Background: an optimization exercise with open tools, aiming at small area. Do not read the settings as production practice.
In this exercise RTL edits were held to simulation tests only and were not proved equivalent to the original.
The flow treats the clock pin as an ideal source. Dropping or thinning the clock tree relies on that and would not hold on a real chip.
No activity file was given, so power comes from the tool's default toggle rates.

==> flow/design.v (excerpt) <==
module DigitalClock(
  input clk_2MHz,
  input s1_async,
  input s2_async,
  input s3_async,
  input s4_async,
  input s5_async,
  input reset,
  output [6:0] d1,
  output [6:0] d2,
  output [6:0] d3,
  output [6:0] d4,
  output [6:0] d5,
  output [6:0] d6
);
Settings: LEC_CHECK=0, ABC_AREA=1, CAP_MARGIN=20, CORE_MARGIN=2, CORE_UTILIZATION=40, GPL_TIMING_DRIVEN=0, SLEW_MARGIN=20; clock period 30.0 ns.
standard.sh (not shown) runs the stock make flow with config.mk's settings and CLKGATE_MAP_FILE= SYNTH_SCRIPT=/design/flow/synth_recipe.tcl, a recipe that flattens the netlist after the stock synthesis.
==> flow/flow/run.sh <==
#!/bin/bash
# Own layout flow: the standard flow's synthesis with an area-oriented ABC mapping of the
# combinational logic (the flip-flops come out of the same steps as in the
# standard synthesis, and are checked to match it), then the standard layout
# steps with the smallest buffer on each port and a four-buffer clock tree.
set -euo pipefail
cd "$(dirname "$0")/.."
W=$(pwd)
R=$W/orfs/results/$FLOW_PLATFORM/DigitalClock/base

# 1. the standard synthesis, kept for reference
bash standard.sh synth > $W/1_synth_std.log 2>&1
cp $R/1_2_yosys.v $W/1_2_yosys_std.v

# 2. the same synthesis with the area mapping
sed "s#@W@#$W#" $W/flow/area.abc > $W/area_abc.script
rm -rf $W/orfs_area
make -C $FLOW_HOME DESIGN_CONFIG=$W/config.mk WORK_HOME=$W/orfs_area CLKGATE_MAP_FILE= \
  SYNTH_SCRIPT=$W/flow/synth_area.tcl AREA_ABC_SCRIPT=$W/area_abc.script \
  $(sed -n 's/^make .* SYNTH_SCRIPT=[^ ]* \(.*\) "\${@:-finish}"$/\1/p' $W/standard.sh) \
  synth > $W/1_synth_area.log 2>&1
A=$W/orfs_area/results/$FLOW_PLATFORM/DigitalClock/base/1_2_yosys.v

regs() { grep -E '^\s*sky130_fd_sc_hd__(df|edf|sdf|dl)' "$1" | awk '{print $1, $2}' | sort; }
regs $W/1_2_yosys_std.v > $W/regs_std.txt
regs $A > $W/regs_area.txt
if ! cmp -s $W/regs_std.txt $W/regs_area.txt; then
  echo "register mismatch; using the standard netlist" >> $W/1_synth_area.log
else
  cp $A $R/1_2_yosys.v
  touch $R/1_2_yosys.v
fi

# 4. the rest of the standard layout, with the smallest buffer on each port
# and a clock tree of four buffers driven by the clock port (manual_cts.tcl)
bash standard.sh \
  "BUFFER_PORTS_ARGS=-buffer_cell sky130_fd_sc_hd__buf_1" \
  PRE_CTS_TCL=$W/flow/manual_cts.tcl \
  CTS_MANUAL_N=4 CTS_MANUAL_BUF=sky130_fd_sc_hd__clkbuf_16 CTS_MANUAL_NET=clk_2MHz \
  finish > $W/2_layout.log 2>&1
==> flow/flow/manual_cts.tcl <==
set n_groups $::env(CTS_MANUAL_N)
set buf_cell $::env(CTS_MANUAL_BUF)
set block [ord::get_db_block]
set db [ord::get_db]
set clk [$block findNet $::env(CTS_MANUAL_NET)]
set master [$db findMaster $buf_cell]

# the sinks, with their positions
set sinks {}
foreach it [$clk getITerms] {
  set inst [$it getInst]
  set box [$inst getBBox]
  set x [expr {([$box xMin] + [$box xMax]) / 2}]
  set y [expr {([$box yMin] + [$box yMax]) / 2}]
  lappend sinks [list $x $y $it]
}
set nsinks [llength $sinks]

# split into groups: sort by x, cut into columns, then each column by y
proc split_sorted {items idx parts} {
  set items [lsort -integer -index $idx $items]
  set n [llength $items]
  set out {}
  for {set p 0} {$p < $parts} {incr p} {
    set a [expr {($p * $n) / $parts}]
    set b [expr {(($p + 1) * $n) / $parts - 1}]
    lappend out [lrange $items $a $b]
  }
  return $out
}
if {$n_groups == 4} {
  set groups {}
  foreach col [split_sorted $sinks 0 2] {
    foreach g [split_sorted $col 1 2] { lappend groups $g }
  }
} else {
  set groups [split_sorted $sinks 0 $n_groups]
}

set i 0
foreach g $groups {
  set inst [odb::dbInst_create $block $master "clkbuf_manual_$i"]
  set net [odb::dbNet_create $block "clknet_manual_$i"]
  $net setSigType CLOCK
  [$inst findITerm A] connect $clk
  [$inst findITerm X] connect $net
  set sx 0
  set sy 0
  foreach s $g {
    lassign $s x y it
    $it disconnect
    $it connect $net
    incr sx $x
    incr sy $y
  }
  set k [llength $g]
  $inst setLocation [expr {$sx / $k}] [expr {$sy / $k}]
  $inst setPlacementStatus PLACED
  puts "manual clock tree: clkbuf_manual_$i drives $k flip-flops"
  incr i
}
puts "manual clock tree: $nsinks sinks in $i groups"

rename clock_tree_synthesis orfs_clock_tree_synthesis
proc clock_tree_synthesis {args} { puts "clock_tree_synthesis skipped: manual clock tree" }
Other scripts of this flow, unchanged in this note and not shown: flow/flow/area.abc, flow/flow/synth_area.tcl
Change:
--- a/flow/flow/run.sh
+++ b/flow/flow/run.sh
@@ -3,5 +3,5 @@
 # combinational logic (the flip-flops come out of the same steps as in the
 # standard synthesis, and are checked to match it), then the standard layout
-# steps with the smallest buffer on each port and a four-buffer clock tree.
+# steps with the smallest buffer on each port and a small clock tree.
 set -euo pipefail
 cd "$(dirname "$0")/.."
@@ -32,9 +32,8 @@
 fi
 
-# 4. the rest of the standard layout, with the smallest buffer on each port
-# and a clock tree of four buffers driven by the clock port (manual_cts.tcl)
+# 4. the rest of the standard layout
 bash standard.sh \
+  MATCH_CELL_FOOTPRINT=0 \
   "BUFFER_PORTS_ARGS=-buffer_cell sky130_fd_sc_hd__buf_1" \
-  PRE_CTS_TCL=$W/flow/manual_cts.tcl \
-  CTS_MANUAL_N=4 CTS_MANUAL_BUF=sky130_fd_sc_hd__clkbuf_16 CTS_MANUAL_NET=clk_2MHz \
+  "CTS_ARGS=-sink_clustering_enable -repair_clock_nets -buf_list sky130_fd_sc_hd__clkbuf_8 -sink_clustering_size 40 -sink_clustering_max_diameter 100 -dont_use_dummy_load" \
   finish > $W/2_layout.log 2>&1
removed: flow/flow/manual_cts.tcl
What happened: Routed wire length drops by 6.4%; via count drops by 0.94%; worst hold slack barely changes; sequential share of layout area barely changes; cell count climbs by 1.0%; design area is about the same; global-route usage drops by 0.24 points; first-iteration DRC count drops by 4.5%; combinational power climbs by 6.9%; utilization is about the same.
The clock cells of the first run of this note come from the design's own scripts or RTL, not from TritonCTS.

port drivers added, routing unchanged:
How much do the figures lean on ideal ports? The routed layouts below were timed once more, with nothing changed but the port constraints.
Step 1 sets driving cells, clkbuf_16 on the clock port and buf_2 on the other inputs (assumed; they add their load-dependent delay and slew).
Step 2, shift: input delay + t, output delay - t, t = (earliest + latest rising clock arrival at the registers) / 2. This alone moves slack from input paths to output paths.
Slacks: ideal ports / drivers / drivers and shift; pairs: ideal ports / drivers.
run | t, ns | slack for setup (ns) | hold WS [ns] | pins driven straight from the clock port
the first run | 0.254 | 19.255 / 19.165 / 19.419 | 0.352 / 0.352 / 0.352 | 4
the second run | 0.410 | 18.661 / 18.624 / 19.034 | 0.351 / 0.351 / 0.351 | 1
After both steps every run listed still meets setup and hold.
